This is an optimization exercise on Yosys and OpenROAD, whose aim is small area and a short achievable clock period, not a production implementation. Function was checked by simulation only, so behaviour that the tests miss may differ from the original. Power and IR drop assume default switching activity.

Design game_top, start of the top module:
module game_top(clk, keypad_in, dip_in, adc_data_in, seg_com, seg_data, seg_single_data, led_out, f_led1, f_led2, f_led3, f_led4, lcd_rs, lcd_rw, lcd_en, lcd_data, servo_pwm, step_motor_phase, piezo_out, adc_cs_n, adc_sclk
, adc_din);
For scale: ~2600 cells after synthesis, roughly 86 I/O pins.
clock: 30.0 ns
lec_check: 0
abc_area: 1
cap_margin: 20
core_margin: 2
core_utilization: 40
place_density: 0.6
slew_margin: 20
standard.sh (not shown) runs the stock make flow with config.mk's settings and CLKGATE_MAP_FILE= SYNTH_SCRIPT=/design/flow/synth_recipe.tcl, a recipe that flattens the netlist after the stock synthesis.
==> flow/flow/run.sh <==
#!/bin/bash
# Layout flow: the standard ORFS flow (standard.sh, unchanged synthesis, floorplan,
# power grid, placement, CTS, routing), with three settings passed to make:
#  - port buffers are buf_2 cells;
#  - clock tree synthesis inserts no dummy loads and uses clkbuf_4/clkbuf_8 cells;
#  - repair_timing aims for a setup slack of 22.5 ns at the design's 30 ns clock,
#    so that the paths that set the achieved period are sized and buffered.
# All tool output goes to flow_standard.log here (ORFS's per-step logs are in orfs/logs).
set -uo pipefail
bash standard.sh finish \
  "BUFFER_PORTS_ARGS=-buffer_cell sky130_fd_sc_hd__buf_2" \
  "CTS_ARGS=-sink_clustering_enable -repair_clock_nets -dont_use_dummy_load -buf_list {sky130_fd_sc_hd__clkbuf_4 sky130_fd_sc_hd__clkbuf_8}" \
  "SETUP_SLACK_MARGIN=22.5" > flow_standard.log 2>&1
Rerun with:
--- a/flow/flow/run.sh
+++ b/flow/flow/run.sh
@@ -5 +5 @@
-#  - clock tree synthesis inserts no dummy loads and uses clkbuf_4/clkbuf_8 cells;
+#  - clock tree synthesis inserts no dummy loads and uses sink clusters of up to 25;
@@ -12 +12 @@
-  "CTS_ARGS=-sink_clustering_enable -repair_clock_nets -dont_use_dummy_load -buf_list {sky130_fd_sc_hd__clkbuf_4 sky130_fd_sc_hd__clkbuf_8}" \
+  "CTS_ARGS=-sink_clustering_enable -repair_clock_nets -dont_use_dummy_load -sink_clustering_size 25 -sink_clustering_max_diameter 150" \
CORE_UTILIZATION = 65   (was 40)
PLACE_DENSITY = 0.8   (was 0.6)
Result: The new run finished with timing, DRC and antenna clean; setup slack improves by 71 ps; maximum frequency went up by 0.98%; utilization grows by 26 points; via count rose by 0.76%; first-iteration DRC count grows by 42%; sequential share of layout area grows by 1.8 points; total power drops by 9.2%; flip-flop and latch count stays the same; design area goes down by 3.8%.

Setup of lane 3:
Starting RTL as in the previous note.
export LEC_CHECK = 0
export ABC_AREA = 1
export CAP_MARGIN = 20
export CORE_MARGIN = 2
export CORE_UTILIZATION = 40
export PLACE_DENSITY = 0.6
export SLEW_MARGIN = 20
create_clock -name core_clock -period 30.0 [get_ports {clk}]
==> flow/flow/run.sh <==
#!/bin/bash
# Layout flow: the standard ORFS flow (standard.sh, unchanged synthesis, floorplan,
# power grid, placement, CTS, routing), with three settings passed to make:
#  - port buffers are buf_2 cells;
#  - clock tree synthesis inserts no dummy loads and uses sink clusters of up to 25;
#  - repair_timing aims for a setup slack of 22.5 ns at the design's 30 ns clock,
#    so that the paths that set the achieved period are sized and buffered.
# All tool output goes to flow_standard.log here (ORFS's per-step logs are in orfs/logs).
set -uo pipefail
bash standard.sh finish \
  "BUFFER_PORTS_ARGS=-buffer_cell sky130_fd_sc_hd__buf_2" \
  "CTS_ARGS=-sink_clustering_enable -repair_clock_nets -dont_use_dummy_load -sink_clustering_size 25 -sink_clustering_max_diameter 150" \
  "SETUP_SLACK_MARGIN=22.5" > flow_standard.log 2>&1
Lane 3: full flow OK, the timing, DRC and antenna checks passed
#### Input delta (lane 2 over lane 3)
diff --git a/flow/flow/run.sh b/flow/flow/run.sh
--- a/flow/flow/run.sh
+++ b/flow/flow/run.sh
@@ -4,3 +4,3 @@
 #  - port buffers are buf_2 cells;
-#  - clock tree synthesis inserts no dummy loads and uses sink clusters of up to 25;
+#  - clock tree synthesis inserts no dummy loads and uses sink clusters of up to 20;
 #  - repair_timing aims for a setup slack of 22.5 ns at the design's 30 ns clock,
@@ -11,3 +11,3 @@
   "BUFFER_PORTS_ARGS=-buffer_cell sky130_fd_sc_hd__buf_2" \
-  "CTS_ARGS=-sink_clustering_enable -repair_clock_nets -dont_use_dummy_load -sink_clustering_size 25 -sink_clustering_max_diameter 150" \
+  "CTS_ARGS=-sink_clustering_enable -repair_clock_nets -dont_use_dummy_load -sink_clustering_size 20 -sink_clustering_max_diameter 120" \
   "SETUP_SLACK_MARGIN=22.5" > flow_standard.log 2>&1
Notes after the runs:
- Total power: lane 2 above lane 3
- Comparing lane 3 and lane 2, the lower worst setup slack after layout is on lane 2.
- Both conditions hold for lane 2: the flow ran to the end and the final layout passed the timing, DRC and antenna checks.
- Compared with lane 3, in lane 2 final instance count without filler cells did not really move; utilization after layout now sits higher; final worst-path cycle share held; fraction of area in non-clock buffers did not really move.

== rev 12 ==
game_top, a different RTL version from the one above (not shown whole).
Size: ~410 flip-flops.
// game_top
module game_top(clk, keypad_in, dip_in, adc_data_in, seg_com, seg_data, seg_single_data, led_out, f_led1, f_led2, f_led3, f_led4, lcd_rs, lcd_rw, lcd_en, lcd_data, servo_pwm, step_motor_phase, piezo_out, adc_cs_n, adc_sclk
, adc_din);
  input clk;
  wire clk;
  input [11:0] keypad_in;
  wire [11:0] keypad_in;
  input [7:0] dip_in;
  wire [7:0] dip_in;
  input adc_data_in;
  wire adc_data_in;
  output [7:0] seg_com;
  wire [7:0] seg_com;
  output [7:0] seg_data;
  wire [7:0] seg_data;
  output [7:0] seg_single_data;
  wire [7:0] seg_single_data;
  output [7:0] led_out;
  wire [7:0] led_out;
  output [2:0] f_led1;
  wire [2:0] f_led1;
  output [2:0] f_led2;
  wire [2:0] f_led2;
  output [2:0] f_led3;
  wire [2:0] f_led3;
  output [2:0] f_led4;
  wire [2:0] f_led4;
  output lcd_rs;
  reg lcd_rs;
  output lcd_rw;
  wire lcd_rw;
  output lcd_en;
  reg lcd_en;
  output [7:0] lcd_data;
  reg [7:0] lcd_data;
  output servo_pwm;
  reg servo_pwm;
  output [3:0] step_motor_phase;
  reg [3:0] step_motor_phase;
  output piezo_out;
  reg piezo_out;
  output adc_cs_n;
  wire adc_cs_n;
  output adc_sclk;
  reg adc_sclk;
  output adc_din;
  reg adc_din;
  wire _00000_;
  wire _00001_;
  wire _00002_;
  wire _00003_;
  wire _00004_;
  wire _00005_;
  wire _00006_;
  wire _00007_;
  wire _00008_;
  wire _00009_;
  wire _00010_;
  wire _00011_;
  wire _00012_;
  ...
export LEC_CHECK = 0
export ABC_AREA = 1
export CAP_MARGIN = 20
export CORE_MARGIN = 2
export CORE_UTILIZATION = 40
export PLACE_DENSITY = 0.6
export SLEW_MARGIN = 20
create_clock -name core_clock -period 30.0 [get_ports {clk}]
==> flow/flow/run.sh <==
#!/bin/bash
# Layout flow: the standard ORFS flow (standard.sh, unchanged synthesis, floorplan,
# power grid, placement, CTS, routing), with three settings passed to make:
#  - port buffers are buf_2 cells;
#  - clock tree synthesis inserts no dummy loads and uses sink clusters of up to 25;
#  - repair_timing aims for a setup slack of 22.5 ns at the design's 30 ns clock,
#    so that the paths that set the achieved period are sized and buffered.
# All tool output goes to flow_standard.log here (ORFS's per-step logs are in orfs/logs).
set -uo pipefail
bash standard.sh finish \
  "BUFFER_PORTS_ARGS=-buffer_cell sky130_fd_sc_hd__buf_2" \
  "CTS_ARGS=-sink_clustering_enable -repair_clock_nets -dont_use_dummy_load -sink_clustering_size 25 -sink_clustering_max_diameter 150" \
  "SETUP_SLACK_MARGIN=22.5" > flow_standard.log 2>&1
What rev 13 does differently from rev 12 at the input level:
diff --git a/flow/flow/run.sh b/flow/flow/run.sh
--- a/flow/flow/run.sh
+++ b/flow/flow/run.sh
@@ -4 +4 @@
-#  - port buffers are buf_2 cells;
+#  - port buffers are buf_4 cells;
@@ -11 +11 @@
-  "BUFFER_PORTS_ARGS=-buffer_cell sky130_fd_sc_hd__buf_2" \
+  "BUFFER_PORTS_ARGS=-buffer_cell sky130_fd_sc_hd__buf_4" \
[summary]
- Timing, DRC, antenna: 0 failures across rev 13 and rev 12
- ~same final cell count in rev 13 and rev 12
- Against rev 12, the final cell area of rev 13 is higher.
- The clock transition at the register clock pins on the worst setup and hold paths after CTS was comparable across rev 13 and rev 12.
- Summary: with rev 12 as the reference, final weighted congestion in routability-driven placement in rev 13 moved down by a few percent.
- Against rev 12, layout buffer count excluding clock buffers in rev 13 rose by a few percent.
- From rev 12 to rev 13 the numbers moved as follows: share of cell area taken by flip-flops and latches -0.51 points; first-pass GRT wire length +0.55%; endpoint arrival time on the critical path +0.03 ns; global-route usage over all layers ~0 delta; headroom to the max-slew limit +4.6 points.
- Between rev 13 and rev 12, it is rev 13 whose final critical path time including I/O delays and setup is higher, by 0.027 ns.

game_top again, from the RTL that the note above started with.
## game_top
module game_top(clk, keypad_in, dip_in, adc_data_in, seg_com, seg_data, seg_single_data, led_out, f_led1, f_led2, f_led3, f_led4, lcd_rs, lcd_rw, lcd_en, lcd_data, servo_pwm, step_motor_phase, piezo_out, adc_cs_n, adc_sclk
, adc_din);
  input clk;
  wire clk;
  input [11:0] keypad_in;
  wire [11:0] keypad_in;
  input [7:0] dip_in;
  wire [7:0] dip_in;
  input adc_data_in;
  wire adc_data_in;
  output [7:0] seg_com;
  wire [7:0] seg_com;
  output [7:0] seg_data;
  wire [7:0] seg_data;
  output [7:0] seg_single_data;
  wire [7:0] seg_single_data;
  output [7:0] led_out;
  wire [7:0] led_out;
  output [2:0] f_led1;
  wire [2:0] f_led1;
  output [2:0] f_led2;
  wire [2:0] f_led2;
  output [2:0] f_led3;
  wire [2:0] f_led3;
  output [2:0] f_led4;
  wire [2:0] f_led4;
  output lcd_rs;
  reg lcd_rs;
  output lcd_rw;
  wire lcd_rw;
  output lcd_en;
  reg lcd_en;
  output [7:0] lcd_data;
  reg [7:0] lcd_data;
  output servo_pwm;
  reg servo_pwm;
  output [3:0] step_motor_phase;
  reg [3:0] step_motor_phase;
  output piezo_out;
  reg piezo_out;
  output adc_cs_n;
  wire adc_cs_n;
  output adc_sclk;
  reg adc_sclk;
  output adc_din;
  reg adc_din;
  wire _00000_;
  wire _00001_;
  wire _00002_;
  wire _00003_;
  wire _00004_;
  wire _00005_;
  wire _00006_;
  wire _00007_;
  wire _00008_;
  wire _00009_;
  wire _00010_;
  wire _00011_;
  wire _00012_;
  wire _00013_;
  wire _00014_;
  wire _00015_;
  wire _00016_;
  wire _00017_;
  wire _00018_;
  wire _00019_;
  wire _00020_;
  wire _00021_;
  wire _00022_;
  wire _00023_;
  wire _00024_;
  wire _00025_;
  wire _00026_;
  wire _00027_;
  wire _00028_;
  wire _00029_;
  wire _00030_;
  wire _00031_;
  wire _00032_;
  ...
Settings: LEC_CHECK=0, ABC_AREA=1, CAP_MARGIN=20, CORE_MARGIN=2, CORE_UTILIZATION=40, PLACE_DENSITY=0.6, SLEW_MARGIN=20; clock period 30.0 ns.
==> flow/flow/run.sh <==
#!/bin/bash
# Layout flow: the standard ORFS flow (standard.sh, unchanged synthesis, floorplan,
# power grid, placement, CTS, routing), with three settings passed to make:
#  - port buffers are buf_2 cells;
#  - clock tree synthesis inserts no dummy loads and uses sink clusters of up to 25;
#  - repair_timing aims for a setup slack of 22.5 ns at the design's 30 ns clock,
#    so that the paths that set the achieved period are sized and buffered.
# All tool output goes to flow_standard.log here (ORFS's per-step logs are in orfs/logs).
set -uo pipefail
bash standard.sh finish \
  "BUFFER_PORTS_ARGS=-buffer_cell sky130_fd_sc_hd__buf_2" \
  "CTS_ARGS=-sink_clustering_enable -repair_clock_nets -dont_use_dummy_load -sink_clustering_size 25 -sink_clustering_max_diameter 150 -buf_list {sky130_fd_sc_hd__clkbuf_8 sky130_fd_sc_hd__clkbuf_16}" \
  "SETUP_SLACK_MARGIN=22.5" > flow_standard.log 2>&1
The baseline completed without violations.
Rerun with:
==> flow/flow/run.sh (replaced) <==
#!/bin/bash
# Layout flow: the standard ORFS flow (standard.sh, unchanged synthesis, floorplan,
# power grid, placement, CTS, routing), with three settings passed to make:
#  - port buffers are buf_2 cells;
#  - clock tree synthesis inserts no dummy loads and uses sink clusters of up to 20;
#  - repair_timing aims for a setup slack of 22.5 ns at the design's 30 ns clock,
#    so that the paths that set the achieved period are sized and buffered.
# All tool output goes to flow_standard.log here (ORFS's per-step logs are in orfs/logs).
set -uo pipefail
bash standard.sh finish \
  "BUFFER_PORTS_ARGS=-buffer_cell sky130_fd_sc_hd__buf_2" \
  "CTS_ARGS=-sink_clustering_enable -repair_clock_nets -dont_use_dummy_load -sink_clustering_size 20 -sink_clustering_max_diameter 120" \
  "SETUP_SLACK_MARGIN=22.5" > flow_standard.log 2>&1
=> The changed run passed the timing, DRC and antenna checks. Non-clock buffer count stays the same. Clock skew hardly moves. Total power grows by 1.9%. Design area grows by 0.47%. Global-route usage barely changes. Worst setup slack got worse by 0.014 ns. Cell count hardly moves.

[afterwards: timing with drivers on the ports]
The flow's constraints put no driver on any port. The routed layouts listed below were extracted and timed again, unchanged, in two steps. Step 1 assumes that a clkbuf_16 drives the clock port and a buf_2 every other input. Step 2 moves the port delays by t, midway between the first and last clock arrival at a register: inputs arrive t later, outputs are due t later. That takes back most of the time a late clock gives input paths. Slacks: no drivers / after step 1 / after step 2; pairs: no drivers / after step 1.
| run | shift t [ns] | slack for setup (ns) | hold slack, ns |
|---|---|---|---|
| the first run of note 1 | 0.682 | 22.744 / 22.687 / 22.248 | 0.302 / 0.302 / 0.302 |
| the second run of note 1 | 0.594 | 22.815 / 22.761 / 22.378 | 0.352 / 0.352 / 0.352 |
| lane 3 | 0.605 | 22.842 / 22.784 / 22.467 | 0.345 / 0.345 / 0.345 |
| lane 2 | 0.625 | 22.814 / 22.756 / 22.285 | 0.344 / 0.344 / 0.344 |
| rev 12 | 0.599 | 22.859 / 22.801 / 22.374 | 0.358 / 0.358 / 0.358 |
| rev 13 | 0.590 | 22.832 / 22.773 / 22.310 | 0.317 / 0.317 / 0.317 |
| the first run of note 4 | 0.599 | 22.859 / 22.801 / 22.374 | 0.358 / 0.358 / 0.358 |
| the second run of note 4 | 0.615 | 22.844 / 22.785 / 22.387 | 0.357 / 0.357 / 0.357 |
After both steps every run listed still meets setup and hold. The setup slack of lane 2, which loses most, moves by -0.058 ns with the drivers and by -0.529 ns with both steps. The worst setup slack also covers recovery checks on asynchronous resets.
